From an optimization exercise on the open Yosys and OpenROAD flow, aimed at small area and a short achievable clock period; shortcuts taken in it are not production practice. RTL that was checked went through simulation tests only; none was proved equivalent to the original. The flow treats the clock pin as an ideal source, which a real chip does not have. No activity file was given, so power comes from the tool's default toggle rates.

==> module mips_ex, before the edit <==
module mips_ex (
    input wire clk,
    input wire rst_n,
    input wire [32-1:0] id2ex_rs,
    input wire [32-1:0] id2ex_rt,
    input wire [32-1:0] id2ex_imm,
    input wire [32-1:0] id2ex_pc_incr,
    input wire [0+2-1+1+1-1+1+1-1+1+1-1+1+1-1+1+1-1+1+1-1+1+1-1+1+1-1+1+1-1+1+1-1+1+1-1+1+1-1+1+1-1+1+1-1+1+1-1+1+1-1+1-1:0] id2ex_dec_info,
    input wire [5-1:0] id2ex_rd_idx,
    input wire id2ex_rd_wen,
    output wire ex2mem_mem_read,
    output wire ex2mem_mem_write,
    output wire [32-1:0] ex2mem_mem_addr,
    output wire [32-1:0] ex2mem_mem_wdat,
    output wire [5-1:0] ex2mem_rd_idx,
    output wire [ 32-1:0] ex2mem_rd_wdat,
    output wire ex2mem_rd_wen
);
wire [17:0] di = id2ex_dec_info;
wire alu = di[1:0] == 2'd0;
wire agu = di[1:0] == 2'd1;
wire bjp = di[1:0] == 2'd2;
wire op_add  = di[2] | di[3] | di[4] | di[5];
wire op_sub  = di[4] | di[5] | di[13] | di[14];
wire op_and  = di[6];
wire op_or   = di[7];
wire op_xor  = di[8];
wire op_nor  = di[9];
wire op_sll  = di[10];
wire op_srl  = di[11];
wire op_sra  = di[12];
wire op_slt  = di[13];
wire op_sltu = di[14];
wire op_lui  = di[15];
wire op_any  = |di[15:2];
wire [31:0] a = (alu & di[17]) ? id2ex_pc_incr : id2ex_rs;
wire [31:0] b = (agu | alu & di[16]) ? id2ex_imm : id2ex_rt;
wire        sub = alu & op_sub;
wire [31:0] bb  = b ^ {32{sub}};
wire [31:0] p   = a ^ bb;
wire [31:0] g   = a & bb;
genvar i, l;
wire [32*6-1:0] gk;
wire [32*6-1:0] pk;
assign gk[31:0] = {g[31:1], g[0] | p[0] & sub};
assign pk[31:0] = p;
generate
    for (l = 0; l < 5; l = l + 1) begin : g_lvl
        for (i = 0; i < 32; i = i + 1) begin : g_bit
            if ((i >> l) & 1) begin : g_op
                localparam integer J = ((i >> l) << l) - 1;                assign gk[32*(l+1)+i] = gk[32*l+i] | pk[32*l+i] & gk[32*l+J];
                assign pk[32*(l+1)+i] = pk[32*l+i] & pk[32*l+J];
            end else begin : g_pass
                assign gk[32*(l+1)+i] = gk[32*l+i];
                assign pk[32*(l+1)+i] = pk[32*l+i];
            end
        end
    end
endgenerate
wire [32:0] c    = {gk[32*5+31:32*5], sub};
wire [31:0] sum  = p ^ c[31:0];
wire        cout = c[32];
wire lt = cout ^ (op_slt ? p[31] : 1'b1);
wire [4:0]  sh   = b[4:0];
wire        fill = op_sra & a[31];
wire [31:0] sr   = $signed({fill, a}) >>> sh;
wire [31:0] sl   = a << sh;
wire [31:0] r_and = g;
wire [31:0] r_or  = p | g;
wire [31:0] r_xor = p;
wire [31:0] r_nor = ~(p | g);
wire sel_sum = ~alu | op_add;
wire sel_and = alu & op_and;
wire sel_or  = alu & op_or;
wire sel_xor = alu & op_xor;
wire sel_nor = alu & op_nor;
wire sel_sl  = alu & op_sll;
wire sel_sr  = alu & (op_srl | op_sra);
wire sel_lt  = alu & (op_slt | op_sltu);
wire sel_lui = alu & op_lui;
wire [31:0] res =
    {32{sel_sum}} & sum |
    {32{sel_and}} & r_and |
    {32{sel_or }} & r_or |
    {32{sel_xor}} & r_xor |
    {32{sel_nor}} & r_nor |
    {32{sel_sl }} & sl |
    {32{sel_sr }} & sr |
    {32{sel_lui}} & b |
    {31'd0, sel_lt & lt};
wire addr_v = agu & (di[2] | di[3]);
wire rd_v   = alu & id2ex_rd_wen & op_any | bjp & (di[5] | di[6]);
reg [31:0] res_n_q;   
reg [31:0] rt_q;
reg        addr_n_q, rd_n_q;   
reg        wdat_v_q;
reg        mem_read_q, mem_write_q, rd_wen_q;
reg [4:0]  rd_idx_q;
always @(posedge clk) begin
    res_n_q <= ~res;
    rt_q  <= id2ex_rt;
end
always @(posedge clk) begin
    if (~rst_n) begin
        addr_n_q    <= 1'b1;
        wdat_v_q    <= 1'b0;
        rd_n_q      <= 1'b1;
        mem_read_q  <= 1'b0;
        mem_write_q <= 1'b0;
        rd_wen_q    <= 1'b0;
        rd_idx_q    <= 5'd0;
    end else begin
        addr_n_q    <= ~addr_v;
        wdat_v_q    <= agu;
        rd_n_q      <= ~rd_v;
        mem_read_q  <= agu & di[2];
        mem_write_q <= agu & di[3];
        rd_wen_q    <= id2ex_rd_wen;
        rd_idx_q    <= id2ex_rd_idx;
    end
end
assign ex2mem_mem_read  = mem_read_q;
assign ex2mem_mem_write = mem_write_q;
assign ex2mem_mem_addr  = ~(res_n_q | {32{addr_n_q}});
assign ex2mem_mem_wdat  = rt_q & {32{wdat_v_q}};
assign ex2mem_rd_idx    = rd_idx_q;
assign ex2mem_rd_wdat   = ~(res_n_q | {32{rd_n_q}});
assign ex2mem_rd_wen    = rd_wen_q;
endmodule  
clock: 7.0 ns
lec_check: 0
cap_margin: 20
core_margin: 5
core_utilization: 40
cts_buf_list: sky130_fd_sc_hd__clkbuf_8
setup_slack_margin: 2.6
slew_margin: 20
standard.sh (not shown) runs the stock make flow with config.mk's settings and CLKGATE_MAP_FILE= SYNTH_SCRIPT=/design/flow/synth_recipe.tcl, a recipe that flattens the netlist after the stock synthesis.
==> flow/flow/run.sh <==
#!/bin/bash
# Own layout flow. It is the standard flow (standard.sh) with two changes:
#  1. After the standard synthesis, the combinational logic is mapped again
#     with ABC using flow/remap.abc. The flip-flops are kept as they are
#     (same instances, names and cells). The new netlist is proved equivalent
#     to the standard one before it is used.
#  2. The input and output ports are buffered with sky130_fd_sc_hd__buf_1
#     instead of the delay buffer that buffer_ports picks by default.
# Each tool's output goes to a log of its own in the work folder.
set -euo pipefail
W=$(pwd)
F=$W/flow
export BUFFER_PORTS_ARGS="-buffer_cell sky130_fd_sc_hd__buf_1"

bash standard.sh synth > 1_synth_standard.log 2>&1

R=$W/orfs/results/$FLOW_PLATFORM/mips_ex/base
L=$W/orfs/logs/$FLOW_PLATFORM/mips_ex/base
LIB=$(ls $FLOW_HOME/platforms/$FLOW_PLATFORM/lib/sky130_fd_sc_hd__tt_025C_1v80.lib)
YOSYS=$(command -v yosys || echo $FLOW_HOME/../tools/install/yosys/bin/yosys)
DU=$(grep -o -- "-dont_use [A-Za-z0-9_]*" $L/1_2_yosys.log | sort -u | tr '\n' ' ')
cp $R/1_2_yosys.v $W/standard_netlist.v

remap_ok=1
$YOSYS -p "
read_liberty -ignore_miss_func $LIB;
read_verilog $W/standard_netlist.v;
hierarchy -top $FLOW_TOP;
blackbox sky130_fd_sc_hd__df* sky130_fd_sc_hd__edf* sky130_fd_sc_hd__sdf* sky130_fd_sc_hd__sedf* sky130_fd_sc_hd__dl*;
flatten;
opt_clean;
abc -liberty $LIB $DU -script $F/remap.abc;
setundef -zero;
splitnets;
opt_clean -purge;
hilomap -singleton -hicell sky130_fd_sc_hd__conb_1 HI -locell sky130_fd_sc_hd__conb_1 LO;
insbuf -buf sky130_fd_sc_hd__buf_4 A X;
stat -liberty $LIB;
write_verilog -noattr -nohex -nodec $W/remapped_netlist.v
" > 1_remap_yosys.log 2>&1 || remap_ok=0

# Prove the remapped netlist equivalent to the standard one (registers
# matched by instance name).
remap_ok=1
$YOSYS -p "
read_liberty -ignore_miss_func $LIB;
read_verilog $W/standard_netlist.v; rename $FLOW_TOP gold;
read_verilog $W/remapped_netlist.v; rename $FLOW_TOP gate;
flatten gold gate; opt_clean;
rename -hide gold/w:_* gate/w:_*;
equiv_make gold gate equiv;
hierarchy -top equiv;
equiv_simple -undef; equiv_induct -undef; equiv_status -assert
" > 1_remap_equiv.log 2>&1 || remap_ok=0

if [[ $remap_ok == 1 ]]; then
  cp $W/remapped_netlist.v $R/1_2_yosys.v
  rm -f $R/1_synth.odb
  bash standard.sh synth > 1_synth_odb.log 2>&1
fi
bash standard.sh floorplan > 2_floorplan.log 2>&1
bash standard.sh place > 3_place.log 2>&1
bash standard.sh cts > 4_cts.log 2>&1
bash standard.sh route > 5_route.log 2>&1
bash standard.sh finish > 6_finish.log 2>&1
Other scripts of this flow, unchanged in this note and not shown: flow/flow/remap.abc
The starting point finished clean.
Rerun with:
--- a/flow/design.v
+++ b/flow/design.v
@@ -64,5 +64,6 @@
 wire [4:0]  sh   = b[4:0];
 wire        fill = op_sra & a[31];
-wire [31:0] sr   = $signed({fill, a}) >>> sh;
+wire [63:0] srx  = {{32{fill}}, a} >> sh;
+wire [31:0] sr   = srx[31:0];
 wire [31:0] sl   = a << sh;
 wire [31:0] r_and = g;
Result: The changed run ran to the end with no violations; cell count stays the same; total power does not change; worst setup slack is unchanged; synthesized cell count does not change; area after synthesis is unchanged; design area stays the same; routed wire length stays the same; utilization does not change; fmax is unchanged; sequential power barely changes; non-clock buffer count is unchanged.
The RTL of the first run of this note was laid out without a check of its function.

separate check: timing with driven ports:
How much do the figures lean on ideal ports? The routed layouts below were timed once more, with nothing changed but the port constraints. Step 1 sets driving cells, clkbuf_16 on the clock port and buf_2 on the other inputs (assumed; they add their load-dependent delay and slew). Step 2, shift: input delay + t, output delay - t, t = (earliest + latest rising clock arrival at the registers) / 2. This alone moves slack from input paths to output paths. Slacks: no drivers / after step 1 / after step 2; pairs: no drivers / after step 1.
| run | t, ns | setup WS [ns] | pins driven straight from the clock port |
|---|---|---|---|
| the first run | 0.413 | 2.521 / 2.498 / 2.085 | 1 |
| the second run | 0.413 | 2.521 / 2.498 / 2.085 | 1 |
After both steps setup and hold are still met in every run listed.
